What follows belongs to an exercise in optimizing a design on an open flow for small area and a short achievable clock period; a production flow would make more cautious choices.
Function was checked by simulation only, so behaviour that the tests miss may differ from the original.

==> v23 <==
==> flow/design.v <==
module cpu_system(input logic clk, reset,
input logic nextInstr, inputInstr, prevData, nextData,
input logic [15:0] inputInstruction,
output logic [15:0] nextInstruction,
output logic [4:0] pc,
output logic [3:0] dispAddr,
output logic [7:0] dispData);
    logic [15:0] ir;
    logic [3:0]  wa;         
    logic        rwe, mwe;   
    logic [4:0]  pcr;
    logic [3:0]  dr;
    logic [7:0]  dd;         
    logic [15:0] ni;         
    logic [7:0]  opa, opb;   
    logic [7:0]  R [16];
    logic [7:0]  M [16];
    function automatic logic [15:0] rom(input logic [4:0] a);
        case (a)
            5'd0: rom = 16'b001_0_0000_0000_0000;
            5'd1: rom = 16'b001_0_0000_0001_0001;
            5'd2: rom = 16'b001_1_0010_00000000;
            5'd3: rom = 16'b001_1_1111_00000000;
            5'd4: rom = 16'b001_1_0100_00000001;
            5'd5: rom = 16'b101_01001_0010_0001;
            5'd6: rom = 16'b010_0_1111_1111_0000;
            5'd7: rom = 16'b010_0_0010_0010_0100;
            5'd8: rom = 16'b101_00101_0000_0000;
            5'd9: rom = 16'b000_0_0000_1111_1111;
            default: rom = 16'b111_0000000000000;
        endcase
    endfunction
    logic [127:0] Rf, Mf;
    always_comb
        for (int k = 0; k < 16; k++) begin
            Rf[k*8 +: 8] = R[k];
            Mf[k*8 +: 8] = M[k];
        end
    wire [2:0] op     = ir[15:13];
    wire       imm    = ir[12];
    wire       is_add = (op == 3'b010);
    wire       is_br  = (op == 3'b101);
    wire       is_stop= (op == 3'b111);
    wire [7:0] ml;
    read_port rp_ml(ir[3:0], Mf, ml);
    wire [7:0] sum   = opa + opb;
    wire       taken = is_br & (opa == opb);
    wire [7:0] r_wd  = is_add ? sum : (imm ? ir[7:0] : ml);
    wire [7:0] m_wd  = imm ? ir[7:0] : opb;
    logic [15:0] wsel;
    always_comb
        for (int k = 0; k < 16; k++) wsel[k] = (wa == k);
    wire [15:0] ir_n = is_stop    ? ir :
                       nextInstr  ? ni :
                       inputInstr ? inputInstruction : 16'h6000;
    wire [2:0]  op_n  = ir_n[15:13];
    wire        add_n = (op_n == 3'b010);
    wire [3:0]  wa_n  = (add_n | ir_n[12]) ? ir_n[11:8] : ir_n[7:4];
    wire        rwe_n = add_n | (op_n == 3'b001);
    wire        mwe_n = (op_n == 3'b000);
    wire [4:0]  pc_n = taken ? ir[12:8] : (nextInstr && !is_stop) ? pcr + 5'd1 : pcr;
    wire [3:0]  dr_n = prevData ? dr - 4'd1 : nextData ? dr + 4'd1 : dr;
    wire [3:0]  a_n = nextInstr ? ni[7:4] : inputInstruction[7:4];
    wire [3:0]  b_n = nextInstr ? ni[3:0] : inputInstruction[3:0];
    wire [7:0]  ra, rb, md;
    read_port rp_a(a_n, Rf, ra);
    read_port rp_b(b_n, Rf, rb);
    wire [7:0]  opa_n = (rwe && wa == a_n) ? r_wd : ra;
    wire [7:0]  opb_n = (rwe && wa == b_n) ? r_wd : rb;
    logic [15:0] sd, sd_n;
    always_comb
        for (int k = 0; k < 16; k++) begin
            sd[k] = (dr == k);
        end
    always_comb
        for (int k = 0; k < 16; k++)
            sd_n[k] = prevData ? sd[(k+1)%16] : nextData ? sd[(k+15)%16] : sd[k];
    read_sel rp_d(sd_n, Mf, md);
    wire        dhit = mwe & |(sd_n & wsel);
    wire [7:0]  dd_n = dhit ? m_wd : md;
    always_ff @(posedge clk, posedge reset)
        if (reset) begin
            ir  <= 16'h6000;
            wa  <= 4'd0;
            rwe <= 1'b0;
            mwe <= 1'b0;
            opa <= 8'd0;
            opb <= 8'd0;
            pcr <= 5'd0;
            ni  <= rom(5'd0);
            dr  <= 4'd0;
            dd  <= 8'd0;
        end else begin
            ir  <= ir_n;
            wa  <= wa_n;
            rwe <= rwe_n;
            mwe <= mwe_n;
            opa <= opa_n;
            opb <= opb_n;
            pcr <= pc_n;
            ni  <= rom(pc_n);
            dr  <= dr_n;
            dd  <= dd_n;
        end
    always_ff @(posedge clk, posedge reset)
        if (reset) begin
            for (int k = 0; k < 16; k++) R[k] <= 8'd0;
        end else
            for (int k = 0; k < 16; k++)
                if (rwe && wsel[k]) R[k] <= r_wd;
    always_ff @(posedge clk, posedge reset)
        if (reset) begin
            for (int k = 0; k < 16; k++) M[k] <= 8'd0;
        end else
            for (int k = 0; k < 16; k++)
                if (mwe && wsel[k]) M[k] <= m_wd;
    assign nextInstruction = ni;
    assign pc       = pcr;
    assign dispAddr = dr;
    assign dispData = dd;
endmodule
module read_port(input logic [3:0] a, input logic [127:0] arr, output logic [7:0] q);
    logic [15:0] sel;
    decode16 dec(a, sel);
    read_sel rs(sel, arr, q);
endmodule
module read_sel(input logic [15:0] sel, input logic [127:0] arr, output logic [7:0] q);
    for (genvar b = 0; b < 8; b++) begin : g_bit
        logic [15:0] col;
        for (genvar k = 0; k < 16; k++) begin : g_word
            assign col[k] = arr[k*8 + b];
        end
        and_or16 ao(sel, col, q[b]);
    end
endmodule
module decode16(input logic [3:0] a, output logic [15:0] sel);
    logic [3:0] lo_n, hi_n;
    decode4n dlo(a[1:0], lo_n);
    decode4n dhi(a[3:2], hi_n);
    for (genvar k = 0; k < 16; k++) begin : g_sel
        nor2 u(lo_n[k%4], hi_n[k/4], sel[k]);
    end
endmodule
module decode4n(input logic [1:0] a, output logic [3:0] y_n);
    always_comb
        for (int k = 0; k < 4; k++) y_n[k] = (a != k);
endmodule
module nor2(input logic a, b, output logic y);
    assign y = ~(a | b);
endmodule
module and_or16(input logic [15:0] s, input logic [15:0] d, output logic q);
    logic [5:0] t;
    aoi222 u0(s[0], d[0], s[1], d[1], s[2], d[2], t[0]);
    aoi222 u1(s[3], d[3], s[4], d[4], s[5], d[5], t[1]);
    aoi222 u2(s[6], d[6], s[7], d[7], s[8], d[8], t[2]);
    aoi222 u3(s[9], d[9], s[10], d[10], s[11], d[11], t[3]);
    aoi222 u4(s[12], d[12], s[13], d[13], s[14], d[14], t[4]);
    nand2  u5(s[15], d[15], t[5]);
    nand6  u6(t, q);
endmodule
module aoi222(input logic a0, a1, b0, b1, c0, c1, output logic y);
    assign y = ~(a0 & a1 | b0 & b1 | c0 & c1);
endmodule
module nand2(input logic a, b, output logic y);
    assign y = ~(a & b);
endmodule
module nand6(input logic [5:0] a, output logic y);
    assign y = ~&a;
endmodule
==> flow/flow/run.sh <==
#!/bin/bash
# The standard layout, with two ORFS settings changed:
# - the port buffers are buf_4 cells instead of the buffer buffer_ports picks
#   by default (a slow delay cell on this platform);
# - timing repair may swap a cell for one with a different footprint.
set -euo pipefail
bash standard.sh \
  "BUFFER_PORTS_ARGS=-buffer_cell sky130_fd_sc_hd__buf_4" \
  MATCH_CELL_FOOTPRINT=0 \
  finish > standard.log 2>&1
==> flow/standard.sh <==
#!/bin/bash
# synth_recipe.tcl (not shown) runs the flow's synth.tcl, then flattens the netlist and writes it again
# the make line also repeats each setting of config.mk as NAME=value (left out here)
make -C /OpenROAD-flow-scripts/flow DESIGN_CONFIG=/design/flow/config.mk WORK_HOME=/design/flow/orfs CLKGATE_MAP_FILE= SYNTH_SCRIPT=/design/flow/synth_recipe.tcl "${@:-finish}"
==> flow/config.mk <==
export PLATFORM = sky130hd
export DESIGN_NAME = cpu_system
export DESIGN_NICKNAME = cpu_system
export VERILOG_FILES = /design/flow/design.v
export SDC_FILE = /design/flow/constraint.sdc
export NUM_CORES = 4
export LEC_CHECK = 0
export CAP_MARGIN = 20
export CORE_MARGIN = 2
export CORE_UTILIZATION = 60
export SETUP_SLACK_MARGIN = 4.2
export SLEW_MARGIN = 20
export SYNTH_HIERARCHICAL = 1
export SYNTH_MINIMUM_KEEP_SIZE = 0
export TNS_END_PERCENT = 5
==> flow/constraint.sdc <==
create_clock -name core_clock -period 6.5 [get_ports {clk}]
set_input_delay 1.3000 -clock core_clock [delete_from_list [all_inputs] [get_ports {clk}]]
set_output_delay 1.3000 -clock core_clock [all_outputs]
set_load 0.01 [all_outputs]
==> inputs of v10, as changes to v23 <==
--- a/flow/design.v
+++ b/flow/design.v
@@ -81,10 +81,7 @@
     always_ff @(posedge clk, posedge reset)
         if (reset) begin
-            ir  <= 16'h6000;
-            wa  <= 4'd0;
+            ir[15:13] <= 3'b011;
             rwe <= 1'b0;
             mwe <= 1'b0;
-            opa <= 8'd0;
-            opb <= 8'd0;
             pcr <= 5'd0;
             ni  <= rom(5'd0);
@@ -92,10 +89,7 @@
             dd  <= 8'd0;
         end else begin
-            ir  <= ir_n;
-            wa  <= wa_n;
+            ir[15:13] <= ir_n[15:13];
             rwe <= rwe_n;
             mwe <= mwe_n;
-            opa <= opa_n;
-            opb <= opb_n;
             pcr <= pc_n;
             ni  <= rom(pc_n);
@@ -103,4 +97,10 @@
             dd  <= dd_n;
         end
+    always_ff @(posedge clk) begin
+        ir[12:0] <= ir_n[12:0];
+        wa  <= wa_n;
+        opa <= opa_n;
+        opb <= opb_n;
+    end
     always_ff @(posedge clk, posedge reset)
         if (reset) begin
==> flow/flow/run.sh (replaced) <==
#!/bin/bash
# The standard layout, with two ORFS settings changed:
# - the port buffers are buf_2 cells instead of the buffer buffer_ports picks
#   by default (a slow delay cell on this platform);
# - timing repair may swap a cell for one with a different footprint.
set -euo pipefail
bash standard.sh \
  "BUFFER_PORTS_ARGS=-buffer_cell sky130_fd_sc_hd__buf_2" \
  MATCH_CELL_FOOTPRINT=0 \
  finish > standard.log 2>&1
- CTS_CLUSTER_DIAMETER: unset -> 100
- CTS_CLUSTER_SIZE: unset -> 25
- SETUP_SLACK_MARGIN: 4.2 -> 3.8
==> notes <==
In v23 the global-route usage is higher than in v10, by 2.0 points. Of v23 and v10, v10 has the higher sequential share of layout area (gap 3.2 points). In v23 the via count is higher than in v10, by about 7%. Against v10, the design area of v23 is larger by 9.3%.

## what the ideal ports hide
How much do the figures lean on ideal ports? The routed layouts below were timed once more, with nothing changed but the port constraints. Step 1 sets driving cells, clkbuf_16 on the clock port and buf_2 on the other inputs (assumed; they add their load-dependent delay and slew). Step 2 times the ports against the registers' clock, not the clock port: input delays grow and output delays shrink by t, the midpoint of the rising clock arrivals with the driver on. Three values: ideal ports, drivers, drivers and shift; two values: the first two.
run | t (ns) | setup slack, ns | worst register clock-pin slew, ns
v23 | 0.562 | 3.686 / 3.543 / 2.981 | 0.06 / 0.06
v10 | 0.570 | 3.613 / 3.503 / 2.933 | 0.11 / 0.11
After both steps every run listed still meets setup and hold. The setup slack of v23, which loses most, moves by -0.143 ns with the drivers and by -0.705 ns with both steps.
